Context: an optimization exercise on an open-source flow, tuned for a short achievable clock period and few clock cycles. The choices shown serve that exercise and are no tape-out recipe.

==> job 9199 <==
==> flow/design.v <==
module cache(PRead_request, PWrite_request, PWrite_data, PAddress, clk, rst, MRead_data, MRead_ready, MWrite_done,
             MRead_request, MWrite_request, MWrite_data, MAddress, PRead_ready, PWrite_done, PRead_data);
input PRead_request;
input PWrite_request;
input [7:0] PWrite_data;
input [7:0] PAddress;
output PRead_ready;
output PWrite_done;
output [7:0] PRead_data;
output MRead_request;
output MWrite_request;
output [7:0] MWrite_data;
output [7:0] MAddress;
input MRead_ready;
input MWrite_done;
input [31:0] MRead_data;
input clk;
input rst;
reg [31:0] blocks [7:0];
reg [2:0]  cache_tags [7:0];
reg [7:0]  valid;
wire [2:0] p_tag           = PAddress[7:5];
wire [2:0] p_block_select  = PAddress[4:2];
wire [1:0] p_byte_in_block = PAddress[1:0];
wire cache_hit = valid[p_block_select] & (cache_tags[p_block_select] == p_tag);
wire fill = PRead_request & MRead_ready;
wire write_hit = PWrite_request & cache_hit;
always @(posedge clk) begin
    if (rst)
        valid <= 8'h00;
    else if (fill)
        valid[p_block_select] <= 1'b1;
end
always @(posedge clk) begin
    if (fill) begin
        blocks[p_block_select]     <= MRead_data;
        cache_tags[p_block_select] <= p_tag;
    end else if (write_hit) begin
        case (p_byte_in_block)
            2'd0: blocks[p_block_select][7:0]   <= PWrite_data;
            2'd1: blocks[p_block_select][15:8]  <= PWrite_data;
            2'd2: blocks[p_block_select][23:16] <= PWrite_data;
            2'd3: blocks[p_block_select][31:24] <= PWrite_data;
        endcase
    end
end
wire [31:0] line = blocks[p_block_select];
wire [7:0] cache_byte = (p_byte_in_block == 2'd0) ? line[7:0] :
                        (p_byte_in_block == 2'd1) ? line[15:8] :
                        (p_byte_in_block == 2'd2) ? line[23:16] : line[31:24];
wire [7:0] mem_byte   = (p_byte_in_block == 2'd0) ? MRead_data[7:0] :
                        (p_byte_in_block == 2'd1) ? MRead_data[15:8] :
                        (p_byte_in_block == 2'd2) ? MRead_data[23:16] : MRead_data[31:24];
assign PRead_ready    = PRead_request & (cache_hit | MRead_ready);
assign PRead_data     = MRead_ready ? mem_byte : cache_byte;
assign PWrite_done    = MWrite_done;
assign MRead_request  = PRead_request & ~cache_hit;
assign MWrite_request = PWrite_request;
assign MWrite_data    = PWrite_data;
assign MAddress       = {PAddress[7:2], PRead_request ? 2'b00 : p_byte_in_block};
endmodule
==> flow/run.sh <==
#!/bin/bash
# synth_recipe.tcl (not shown) runs the flow's synth.tcl, then flattens the netlist and writes it again
# the make line also repeats each setting of config.mk as NAME=value (left out here)
make -C /OpenROAD-flow-scripts/flow DESIGN_CONFIG=/design/flow/config.mk WORK_HOME=/design/flow/orfs CLKGATE_MAP_FILE= SYNTH_SCRIPT=/design/flow/synth_recipe.tcl finish
==> flow/config.mk <==
export PLATFORM = sky130hd
export DESIGN_NAME = cache
export DESIGN_NICKNAME = cache
export VERILOG_FILES = /design/flow/design.v
export SDC_FILE = /design/flow/constraint.sdc
export NUM_CORES = 4
export LEC_CHECK = 0
export CAP_MARGIN = 20
export CORE_MARGIN = 2
export CORE_UTILIZATION = 40
export SLEW_MARGIN = 20
==> flow/constraint.sdc <==
create_clock -name core_clock -period 5.0 [get_ports {clk}]
set_input_delay 1.0000 -clock core_clock [delete_from_list [all_inputs] [get_ports {clk}]]
set_output_delay 1.0000 -clock core_clock [all_outputs]
set_load 0.01 [all_outputs]
==> job 5612: changes against job 9199 <==
==> flow/design.v, changed modules only <==
module cache(PRead_request, PWrite_request, PWrite_data, PAddress, clk, rst, MRead_data, MRead_ready, MWrite_done,
             MRead_request, MWrite_request, MWrite_data, MAddress, PRead_ready, PWrite_done, PRead_data);
input PRead_request;
input PWrite_request;
input [7:0] PWrite_data;
input [7:0] PAddress;
output PRead_ready;
output PWrite_done;
output [7:0] PRead_data;
output MRead_request;
output MWrite_request;
output [7:0] MWrite_data;
output [7:0] MAddress;
input MRead_ready;
input MWrite_done;
input [31:0] MRead_data;
input clk;
input rst;
reg [31:0] blocks [7:0];
reg [2:0]  cache_tags [7:0];
reg [7:0]  valid;
reg       hit_state;     
reg       miss_state;    
reg [3:0] miss_sel;      
reg [7:0] hit_byte;      
reg       write_hit;     
reg [7:0] addr_q;        
reg [7:0] wdata_q;       
wire [2:0] p_tag           = PAddress[7:5];
wire [2:0] p_block_select  = PAddress[4:2];
wire [1:0] p_byte_in_block = PAddress[1:0];
wire [2:0] q_tag           = addr_q[7:5];
wire [2:0] q_block_select  = addr_q[4:2];
wire [1:0] q_byte_in_block = addr_q[1:0];
wire cache_hit = valid[p_block_select] & (cache_tags[p_block_select] == p_tag);
wire lookup    = ~hit_state & ~miss_state;
wire read_hit  = lookup & PRead_request & cache_hit;
wire read_miss = lookup & PRead_request & ~cache_hit;
wire fill      = miss_state & MRead_ready;
wire [31:0] line = blocks[p_block_select];
wire [7:0] cache_byte = (p_byte_in_block == 2'd0) ? line[7:0] :
                        (p_byte_in_block == 2'd1) ? line[15:8] :
                        (p_byte_in_block == 2'd2) ? line[23:16] : line[31:24];
always @(posedge clk) begin
    if (rst) begin
        valid      <= 8'h00;
        hit_state  <= 1'b0;
        miss_state <= 1'b0;
        miss_sel   <= 4'b0000;
        write_hit  <= 1'b0;
    end else begin
        if (fill)
            valid[q_block_select] <= 1'b1;
        hit_state <= read_hit;
        if (lookup) begin
            miss_state <= read_miss;
            miss_sel   <= {4{read_miss}} & (4'b0001 << p_byte_in_block);
        end else if (MRead_ready) begin
            miss_state <= 1'b0;
            miss_sel   <= 4'b0000;
        end
        write_hit <= PWrite_request & cache_hit;
    end
end
always @(posedge clk) begin
    hit_byte  <= read_hit ? cache_byte : 8'h00;
    addr_q    <= PAddress;
    wdata_q   <= PWrite_data;
end
always @(posedge clk) begin
    if (fill) begin
        blocks[q_block_select]     <= MRead_data;
        cache_tags[q_block_select] <= q_tag;
    end else if (write_hit) begin
        case (q_byte_in_block)
            2'd0: blocks[q_block_select][7:0]   <= wdata_q;
            2'd1: blocks[q_block_select][15:8]  <= wdata_q;
            2'd2: blocks[q_block_select][23:16] <= wdata_q;
            2'd3: blocks[q_block_select][31:24] <= wdata_q;
        endcase
    end
end
assign PRead_ready    = hit_state | fill;
assign PRead_data     = hit_byte |
                        ({8{miss_sel[0]}} & MRead_data[7:0])   | ({8{miss_sel[1]}} & MRead_data[15:8]) |
                        ({8{miss_sel[2]}} & MRead_data[23:16]) | ({8{miss_sel[3]}} & MRead_data[31:24]);
assign PWrite_done    = MWrite_done;
assign MRead_request  = miss_state;
assign MWrite_request = PWrite_request;
assign MWrite_data    = PWrite_data;
assign MAddress       = {PAddress[7:2], miss_state ? 2'b00 : p_byte_in_block};
endmodule
ABC_CLOCK_PERIOD_IN_PS = 2300   (was default)
SETUP_SLACK_MARGIN = 2.6   (was default)
==> summary.txt <==
| metric | job 9199 | job 5612 |
|---|---|---|
| Run status | complete, no violations | complete, no violations |
| Post-CTS Repair Setup Buffers | 0 | 6 |
| Wire length of the first global-routing pass | 48100 um | 45900 um |
| Final weighted congestion of routability-driven global placement | 0.846 | 0.796 |
| Routed length on met1 | 14000 um | 13500 um |
| Reg-to-reg endpoint | blocks[3][22] | blocks[3][6] |
| Via Count | 7406 | 6921 |
| Setup crit start | PAddress[0] | MRead_data[13] |
| Multi-input logic portion of the cell area | 0.215 | 0.222 |
| Unrepaired setup endpoints after global routing | no | yes |
| Non-clock buffers | 152 | 92 |
| Buffer share of cell area | 0.0949 | 0.0588 |
| Xor/xnor share of the synthesized area | 0.00292 | 0.00344 |
| Tapcell Cnt | 390 | 402 |
| Fraction of standard cell area that is sequential | 0.592 | 0.611 |
| Number of gates resized after cts | 0 | 317 |
| Period utilisation layout | 0.971 | 0.559 |
No run of this note included a check of the RTL's function; only the layout flow was run.

## afterwards: timing with drivers on the ports
How much do the figures lean on ideal ports? The routed layouts below were timed once more, with nothing changed but the port constraints.
Step 1 (the two cells are an assumption about what drives the block):
set clk [get_ports {clk}]
set_driving_cell -lib_cell sky130_fd_sc_hd__clkbuf_16 $clk
set_driving_cell -lib_cell sky130_fd_sc_hd__buf_2 [delete_from_list [all_inputs] $clk]
Step 2 also shifts input and output timing later by t, the mid clock arrival at the registers, as if the neighbouring blocks saw the same clock.
Slacks: no drivers / after step 1 / after step 2; pairs: no drivers / after step 1.
| run | t (ns) | slack for setup (ns) | worst setup path at the end | clock arrival spread, ns | worst register clock-pin slew, ns |
|---|---|---|---|---|---|
| job 9199 | 0.609 | 0.145 / 0.122 / 0.122 | input to output | 0.013 / 0.013 | 0.06 / 0.06 |
| job 5612 | 0.597 | 2.203 / 2.163 / 2.084 | input to register | 0.015 / 0.015 | 0.07 / 0.07 |
After both steps every run listed still meets setup and hold. For job 5612, which loses most, drivers alone change the setup slack by -0.040 ns; drivers and shift together by -0.119 ns.
